What follows belongs to an exercise in optimizing a design on an open flow for small area, a short achievable clock period and few clock cycles; a production flow would make more cautious choices.
Where RTL was checked, it was by simulation tests only, not by an equivalence proof against the original.
No activity file was given, so power comes from the tool's default toggle rates.

// FFT16_RTL
module FFT16_RTL (
    input             clk,
    input             reset,
    input             load_en,
    input      [31:0] serial_data_in,
    output reg [31:0] serial_data_out,
    output reg        data_out_valid,
    output reg        fft_done,
    output reg        fft_core_en
);
For scale: about 5100 cells after synthesis, ~760 flip-flops, roughly 70 I/O pins, ~0.054 mm2 of cells after synthesis.
clock: 10.0 ns
lec_check: 0
cap_margin: 20
core_margin: 2
core_utilization: 60
cts_buf_list: sky130_fd_sc_hd__clkbuf_8
cts_cluster_diameter: 50
cts_cluster_size: 20
setup_slack_margin: 5
slew_margin: 30
run.sh (not shown) runs the stock make flow with config.mk's settings and CLKGATE_MAP_FILE= SYNTH_SCRIPT=/design/flow/synth_recipe.tcl, a recipe that flattens the netlist after the stock synthesis.
Next try:
--- a/flow/design.v
+++ b/flow/design.v
@@ -108,21 +108,20 @@
             pc  <= 5'd0;
         end else if (run) begin
             pc <= pc + 5'd1;
             if (pc == 5'd20) run <= 1'b0;
         end
     end
     reg        e2v;
     reg        e2last;                    
     wire [15:0] bre = B0[31:16], bim = B0[15:0];
     wire [15:0] tre = Bt[31:16], tim = Bt[15:0];
-    wire [31:0] e2sum = {bre + tre, bim + tim};
     wire [31:0] e2dif = {bre - tre, bim - tim};
     reg [31:0] Min;
     reg        Mv;
     reg        f_a, f_b, f_w, f_p, f_pj;   
     reg        f_sw;                       
     reg        f_na1, f_na2, f_nb1, f_nb2, f_w6;
     reg [6:0]  Mdst;    
     reg [2:0]  k;
     reg [31:0] msrc;
     reg [6:0]  mdst;
@@ -188,37 +187,20 @@
     reg [1:0] e2c;
     always @(posedge clk) begin
         if (reset) begin
             e2v <= 1'b0;
             e2c <= 2'd0;
         end else begin
             e2v <= Tdst[1];
             if (e2v) e2c <= e2c + 2'd1;
         end
         e2last <= Tdst[1] & (e2c == 2'd3 - {1'b0, e2v});
-    end
-    always @(posedge clk) begin
-        if (load_en) begin
-            Ahi0 <= Ahi1; Ahi1 <= Ahi2; Ahi2 <= Ahi3; Ahi3 <= sum3;
-            Alo0 <= Alo1; Alo1 <= Alo2; Alo2 <= Alo3; Alo3 <= g12 ? d2a : Ahi0;
-        end else begin
-            if (Tdst[3]) Alo1 <= mres;
-            if (Tdst[2]) Alo3 <= mres;
-        end
-        Bt <= mres;
-        if (Tdst[0] | e2v) begin
-            B0 <= B1; B1 <= B2; B2 <= B3; B3 <= Tdst[0] ? mres : e2sum;
-        end
-        if (e2v & e2c == 2'd0) Bd0 <= e2dif;
-        if (Tdst[5] | (e2v & e2c == 2'd1)) Bd1 <= Tdst[5] ? mres : e2dif;
-        if (e2v & e2c == 2'd2) Bd2 <= e2dif;
-        if (Tdst[4]) Bd3 <= mres;
     end
     reg        oact;                      
     reg [3:0]  ok;                        
     reg [3:0]  orow;                      
     reg        rj;                        
     reg        xsel, ngr, ngq_r, ngs_r, ngq_i, ngs_i, ngr_i, k2r, kia, kib, kic, olast_n;
     wire [3:0] okn = oact ? ok + 4'd1 : 4'd0;
     wire [1:0] mdn = okn[3:2];            
     wire       rjn = okn[1];
     wire [1:0] nim = {1'b0, mdn[0] ^ rjn} + {1'b0, mdn[0] ^ mdn[1]} + {1'b0, mdn[1]};
@@ -263,24 +245,44 @@
     wire [15:0] c1r = {m1r[14:0], k2r};
     wire [15:0] s1i = ai_ ^ bi_ ^ ci_;
     wire [15:0] m1i = (ai_ & bi_) | (ai_ & ci_) | (bi_ & ci_);
     wire [15:0] c1i = {m1i[14:0], kia};
     wire [15:0] m2r = (s1r & c1r) | (s1r & dr_) | (c1r & dr_);
     wire [15:0] m2i = (s1i & c1i) | (s1i & di_) | (c1i & di_);
     wire [15:0] s2r = s1r ^ c1r ^ dr_;
     wire [15:0] c2r = {m2r[14:0], k2r};
     wire [15:0] s2i = s1i ^ c1i ^ di_;
     wire [15:0] c2i = {m2i[14:0], kib};
-    always @(posedge clk) begin
-        serial_data_out <= {s2r + c2r, s2i + c2i + {15'd0, kic}};
+    wire [15:0] sum_r = (oact ? s2r : bre) + (oact ? c2r : tre);
+    wire [15:0] sum_i = (oact ? s2i : bim) + (oact ? c2i : tim) + {15'd0, oact & kic};
+    wire [31:0] e2sum = {sum_r, sum_i};
+    always @(posedge clk) begin
+        serial_data_out <= {sum_r, sum_i};
         if (reset) begin
             data_out_valid <= 1'b0;
             fft_done       <= 1'b0;
             fft_core_en    <= 1'b0;
         end else begin
             data_out_valid <= oact;
             fft_done       <= oact & olast_n;
             if (load_en && idx == 4'd15) fft_core_en <= 1'b1;
             else if (oact & olast_n)     fft_core_en <= 1'b0;
         end
     end
-endmodule
+    always @(posedge clk) begin
+        if (load_en) begin
+            Ahi0 <= Ahi1; Ahi1 <= Ahi2; Ahi2 <= Ahi3; Ahi3 <= sum3;
+            Alo0 <= Alo1; Alo1 <= Alo2; Alo2 <= Alo3; Alo3 <= g12 ? d2a : Ahi0;
+        end else begin
+            if (Tdst[3]) Alo1 <= mres;
+            if (Tdst[2]) Alo3 <= mres;
+        end
+        Bt <= mres;
+        if (Tdst[0] | e2v) begin
+            B0 <= B1; B1 <= B2; B2 <= B3; B3 <= Tdst[0] ? mres : e2sum;
+        end
+        if (e2v & e2c == 2'd0) Bd0 <= e2dif;
+        if (Tdst[5] | (e2v & e2c == 2'd1)) Bd1 <= Tdst[5] ? mres : e2dif;
+        if (e2v & e2c == 2'd2) Bd2 <= e2dif;
+        if (Tdst[4]) Bd3 <= mres;
+    end
+endmodule
What happened: Wire length fell by 1.3%; core utilization rose by 1.8 points; final area rose by 1.3%; area after synthesis fell by 1.1%; total power fell by 6.9%; first-iteration DRC count fell by 8.2%.
No run of this note included a check of the RTL's function; only the layout flow was run.

========
Another version of the RTL of FFT16_RTL (not shown whole).
Size: ~5,500 cells after synthesis, ~70 I/O pins, ~58,000 um2 of cells after synthesis.
Settings: LEC_CHECK=0, CAP_MARGIN=20, CORE_MARGIN=2, CORE_UTILIZATION=60, CTS_BUF_LIST=sky130_fd_sc_hd__clkbuf_8, CTS_CLUSTER_DIAMETER=50, CTS_CLUSTER_SIZE=20, SETUP_SLACK_MARGIN=5, SLEW_MARGIN=30; clock period 10.0 ns.
standard.sh (not shown) runs the stock make flow with config.mk's settings and CLKGATE_MAP_FILE= SYNTH_SCRIPT=/design/flow/synth_recipe.tcl, a recipe that flattens the netlist after the stock synthesis.
==> flow/flow/run.sh <==
#!/bin/bash
set -euo pipefail
bash standard.sh SETUP_SLACK_MARGIN=6.1 finish > standard.log 2>&1
Testbench counts at the start, summed over its fixed seeds: cycles 18,440.
==> next run, changes <==
--- a/flow/design.v
+++ b/flow/design.v
@@ -122,13 +122,12 @@
         end
     end
     reg        e2v;
     reg        e2last;                    
     wire [15:0] bre = B0[31:16], bim = B0[15:0];
     wire [15:0] tre = Bt[31:16], tim = Bt[15:0];
-    wire [31:0] e2sum = {bre + tre, bim + tim};
     wire [31:0] e2dif = {bre - tre, bim - tim};
     reg [31:0] Min;
     reg        Mv;
     reg        f_a, f_b, f_w, f_p, f_pj;   
     reg        f_sw;                       
     reg        f_na1, f_na2, f_nb1, f_nb2, f_w6;
@@ -203,29 +202,12 @@
         end else begin
             e2v <= Tdst[1];
             if (e2v) e2c <= e2c + 2'd1;
         end
         e2last <= Tdst[1] & (e2c == 2'd3 - {1'b0, e2v});
     end
-    always @(posedge clk) begin
-        if (xv) begin
-            Ahi0 <= Ahi1; Ahi1 <= Ahi2; Ahi2 <= Ahi3; Ahi3 <= sum3;
-            Alo0 <= Alo1; Alo1 <= Alo2; Alo2 <= Alo3; Alo3 <= g12 ? d2a : Ahi0;
-        end else begin
-            if (Tdst[3]) Alo1 <= mres;
-            if (Tdst[2]) Alo3 <= mres;
-        end
-        Bt <= mres;
-        if (Tdst[0] | e2v) begin
-            B0 <= B1; B1 <= B2; B2 <= B3; B3 <= Tdst[0] ? mres : e2sum;
-        end
-        if (e2v & e2c == 2'd0) Bd0 <= e2dif;
-        if (Tdst[5] | (e2v & e2c == 2'd1)) Bd1 <= Tdst[5] ? mres : e2dif;
-        if (e2v & e2c == 2'd2) Bd2 <= e2dif;
-        if (Tdst[4]) Bd3 <= mres;
-    end
     reg        oact;                      
     reg [3:0]  ok;                        
     reg [3:0]  orow;                      
     reg        rj;                        
     reg        xsel, ngr, ngq_r, ngs_r, ngq_i, ngs_i, ngr_i, k2r, kia, kib, kic, olast_n;
     wire [3:0] okn = oact ? ok + 4'd1 : 4'd0;
@@ -277,28 +259,48 @@
     wire [15:0] m2r = (s1r & c1r) | (s1r & dr_) | (c1r & dr_);
     wire [15:0] m2i = (s1i & c1i) | (s1i & di_) | (c1i & di_);
     wire [15:0] s2r = s1r ^ c1r ^ dr_;
     wire [15:0] c2r = {m2r[14:0], k2r};
     wire [15:0] s2i = s1i ^ c1i ^ di_;
     wire [15:0] c2i = {m2i[14:0], kib};
+    wire [15:0] sum_r = (ov1 ? OSr : bre) + (ov1 ? OCr : tre);
+    wire [15:0] sum_i = (ov1 ? OSi : bim) + (ov1 ? OCi : tim) + {15'd0, ov1 & ocin};
+    wire [31:0] e2sum = {sum_r, sum_i};
     reg [15:0] OSr, OCr, OSi, OCi;
     reg        ov1, olast, ocin;
     always @(posedge clk) begin
         OSr <= s2r; OCr <= c2r; OSi <= s2i; OCi <= c2i;
         ocin  <= kic;
         olast <= oact & olast_n;
         ov1   <= reset ? 1'b0 : oact;
     end
     always @(posedge clk) begin
-        serial_data_out <= {OSr + OCr, OSi + OCi + {15'd0, ocin}};
+        serial_data_out <= {sum_r, sum_i};
         if (reset) begin
             data_out_valid <= 1'b0;
             fft_done       <= 1'b0;
             fft_core_en    <= 1'b0;
         end else begin
             data_out_valid <= ov1;
             fft_done       <= ov1 & olast;
             if (load_en && idx == 4'd15) fft_core_en <= 1'b1;
             else if (ov1 & olast)        fft_core_en <= 1'b0;
         end
     end
+    always @(posedge clk) begin
+        if (xv) begin
+            Ahi0 <= Ahi1; Ahi1 <= Ahi2; Ahi2 <= Ahi3; Ahi3 <= sum3;
+            Alo0 <= Alo1; Alo1 <= Alo2; Alo2 <= Alo3; Alo3 <= g12 ? d2a : Ahi0;
+        end else begin
+            if (Tdst[3]) Alo1 <= mres;
+            if (Tdst[2]) Alo3 <= mres;
+        end
+        Bt <= mres;
+        if (Tdst[0] | e2v) begin
+            B0 <= B1; B1 <= B2; B2 <= B3; B3 <= Tdst[0] ? mres : e2sum;
+        end
+        if (e2v & e2c == 2'd0) Bd0 <= e2dif;
+        if (Tdst[5] | (e2v & e2c == 2'd1)) Bd1 <= Tdst[5] ? mres : e2dif;
+        if (e2v & e2c == 2'd2) Bd2 <= e2dif;
+        if (Tdst[4]) Bd3 <= mres;
+    end
 endmodule
Final cell count drops by 3.5%.
Core utilization is higher by 0.71 points.
Global-route usage shrinks by 2.1 points.
Power is lower by 7.3%.
Clock-buffer cell count fell by 10.
Register-to-register slack barely changes.
Via count falls by 6.2%.
Final area falls by 2.3%.
Maximum frequency stays flat.
Synthesized cell count shrinks by 4.5%.
Testbench counts after the change, summed over its fixed seeds: cycles 18,440.

========
Setup of JK:
RTL: one of the versions met above, not the one the previous note started from.
Size in the first run: roughly 5100 cells after synthesis, about 54000 µm² of cells after synthesis.
==> module fft_p724, before the edit <==
module fft_p724 #(parameter [25:0] K = 26'h0) (input [15:0] x, output [25:0] s, output [25:0] c);
    wire [15:0] f = {~x[15], x[14:0]};
    wire [25:0] t0 = {1'b0, f, 9'b0};
    wire [25:0] t1 = {3'b0, f, 7'b0};
    wire [25:0] t2 = {4'b0, f, 6'b0};
    wire [25:0] t3 = {6'b0, f, 4'b0};
    wire [25:0] t4 = {8'b0, f, 2'b0};
    wire [25:0] s1, y1, s2, y2, s3, y3;
    fft_csa26 c1 (t0, t1, t2, s1, y1);
    fft_csa26 c2 (t3, t4, K,  s2, y2);
    fft_csa26 c3 (s1, y1, s2, s3, y3);
    fft_csa26 c4 (s3, y3, y2, s, c);
endmodule
==> module fft_t724, before the edit <==
module fft_t724 (input [15:0] xr, input [15:0] xi, input w6,
                 output [25:0] sr, output [25:0] cr, output [25:0] si, output [25:0] ci);
    wire [25:0] pas, pac, pbs, pbc;
    fft_p724 #(26'h295fffe) pa (xr, pas, pac);
    fft_p724 #(26'h2960000) pb (xi, pbs, pbc);
    wire [25:0] ar_s = pas ^ {26{w6}}, ar_c = pac ^ {26{w6}};
    wire [25:0] u1, v1;
    fft_csa26 c1 (pbs, pbc, ar_s, u1, v1);
    wire [25:0] u2, v2;
    fft_csa26 c2 (u1, {v1[25:1], ~w6}, ar_c, u2, v2);
    assign sr = u2;
    assign cr = {v2[25:1], ~w6};
    wire [25:0] bi_s = pbs ^ {26{w6}}, bi_c = pbc ^ {26{w6}};
    wire [25:0] u3, v3;
    fft_csa26 c3 (~pas, ~pac, bi_s, u3, v3);
    wire [25:0] u4, v4;
    fft_csa26 c4 (u3, {v3[25:1], w6}, bi_c, u4, v4);
    assign si = u4;
    assign ci = {v4[25:1], w6};
endmodule
Settings: LEC_CHECK=0, CAP_MARGIN=20, CORE_MARGIN=2, CORE_UTILIZATION=60, CTS_BUF_LIST=sky130_fd_sc_hd__clkbuf_8, CTS_CLUSTER_DIAMETER=50, CTS_CLUSTER_SIZE=20, SETUP_SLACK_MARGIN=5, SLEW_MARGIN=30; clock period 10.0 ns.
==> flow/flow/run.sh <==
#!/bin/bash
set -euo pipefail
bash standard.sh SETUP_SLACK_MARGIN=6.0 finish > standard.log 2>&1
--- input diff JK..MS ---
-- flow/design.v --
<<< JK, line 30
    fft_csa26 c6 (s5, y5, y4, s, c);
endmodule
module fft_p724 #(parameter [25:0] K = 26'h0) (input [15:0] x, output [25:0] s, output [25:0] c);
    wire [15:0] f = {~x[15], x[14:0]};
    wire [25:0] t0 = {1'b0, f, 9'b0};
    wire [25:0] t1 = {3'b0, f, 7'b0};
    wire [25:0] t2 = {4'b0, f, 6'b0};
    wire [25:0] t3 = {6'b0, f, 4'b0};
    wire [25:0] t4 = {8'b0, f, 2'b0};
    wire [25:0] s1, y1, s2, y2, s3, y3;
    fft_csa26 c1 (t0, t1, t2, s1, y1);
    fft_csa26 c2 (t3, t4, K,  s2, y2);
    fft_csa26 c3 (s1, y1, s2, s3, y3);
    fft_csa26 c4 (s3, y3, y2, s, c);
>>> MS, line 30
    fft_csa26 c6 (s5, y5, y4, s, c);
endmodule
module fft_m724 (input [17:0] v, output [25:0] s, output [25:0] c);
    wire [17:0] f = {~v[17], v[16:0]};
    wire [25:0] t0 = {f[16:0], 9'b0};
    wire [25:0] t1 = {1'b0, f, 7'b0};
    wire [25:0] t2 = {2'b0, f, 6'b0};
    wire [25:0] t3 = {4'b0, f, 4'b0};
    wire [25:0] t4 = {6'b0, f, 2'b0};
    wire [25:0] s1, y1, s2, y2, s3, y3;
    fft_csa26 c1 (t0, t1, t2, s1, y1);
    fft_csa26 c2 (t3, t4, 26'h2580000, s2, y2);
    fft_csa26 c3 (s1, y1, s2, s3, y3);
    fft_csa26 c4 (s3, y3, y2, s, c);
<<< JK, line 45
module fft_t724 (input [15:0] xr, input [15:0] xi, input w6,
                 output [25:0] sr, output [25:0] cr, output [25:0] si, output [25:0] ci);
    wire [25:0] pas, pac, pbs, pbc;
    fft_p724 #(26'h295fffe) pa (xr, pas, pac);
    fft_p724 #(26'h2960000) pb (xi, pbs, pbc);
    wire [25:0] ar_s = pas ^ {26{w6}}, ar_c = pac ^ {26{w6}};
    wire [25:0] u1, v1;
    fft_csa26 c1 (pbs, pbc, ar_s, u1, v1);
    wire [25:0] u2, v2;
    fft_csa26 c2 (u1, {v1[25:1], ~w6}, ar_c, u2, v2);
    assign sr = u2;
    assign cr = {v2[25:1], ~w6};
    wire [25:0] bi_s = pbs ^ {26{w6}}, bi_c = pbc ^ {26{w6}};
    wire [25:0] u3, v3;
    fft_csa26 c3 (~pas, ~pac, bi_s, u3, v3);
    wire [25:0] u4, v4;
    fft_csa26 c4 (u3, {v3[25:1], w6}, bi_c, u4, v4);
    assign si = u4;
    assign ci = {v4[25:1], w6};
endmodule
module FFT16_RTL (
>>> MS, line 45
module fft_t724 (input [15:0] xr, input [15:0] xi, input w6,
                 output [25:0] sr, output [25:0] cr, output [25:0] si, output [25:0] ci);
    wire [17:0] r = {{2{xr[15]}}, xr}, i = {{2{xi[15]}}, xi};
    wire [17:0] vr = (r ^ {18{w6}}) + i + {17'd0, w6};       
    wire [17:0] vi = (i ^ {18{w6}}) - r + {17'd0, w6};       
    fft_m724 mr_ (vr, sr, cr);
    fft_m724 mi_ (vi, si, ci);
endmodule
module FFT16_RTL (
Notes after the runs:
Looking at netlist area before placement across both flows, MS is the stronger of the two, with JK trailing.
Compared to JK, MS has final setup slack of the worst path 0.64 ns lower.
MS ended up with a higher non-clock buffer count than JK did.
Summary: with JK as the reference, area of all sequential standard cells in MS moved down slightly.
Between JK and MS, the flow reports cell count increasing slightly.
JK reports its cell with the largest stage delay on the worst path as sky130_fd_sc_hd__fa_1 while MS reports sky130_fd_sc_hd__fa_2.
MS vs JK, proportion of cell area spent on the clock network went down by 0.22 points.
MS vs. JK: cell area went up by about 0.64%.
No functional check of the RTL was part of any run of this note.

static timing again, ports no longer ideal:
No port has a modelled driver above. Below, the same layouts with a new extraction and two added sets of constraints. Step 1 assumes that a clkbuf_16 drives the clock port and a buf_2 every other input. Step 2 times the ports against the registers' clock, not the clock port: input delays grow and output delays shrink by t, the midpoint of the rising clock arrivals with the driver on. Three values: no drivers, after step 1, after step 2; two values: the first two.
| run | t, ns | setup WS [ns] | slew at the worst register clock pin (ns) | worst data-port slew with drivers (ns) |
|---|---|---|---|---|
| the first run of note 1 | 0.843 | 5.096 / 5.096 / 4.313 | 0.11 / 0.11 | 0.05 |
| the second run of note 1 | 0.828 | 4.761 / 4.761 / 4.346 | 0.11 / 0.11 | 0.08 |
| the first run of note 2 | 0.876 | 6.139 / 6.139 / 5.326 | 0.11 / 0.11 | 0.09 |
| the second run of note 2 | 0.838 | 6.131 / 6.138 / 5.340 | 0.11 / 0.11 | 0.04 |
| JK | 0.847 | 5.535 / 5.535 / 4.985 | 0.10 / 0.10 | 0.08 |
| MS | 0.835 | 4.896 / 4.896 / 4.769 | 0.11 / 0.11 | 0.08 |
After both steps every run listed still meets setup and hold. For the first run of note 2, which loses most, drivers alone change the setup slack by 0.000 ns; drivers and shift together by -0.813 ns.
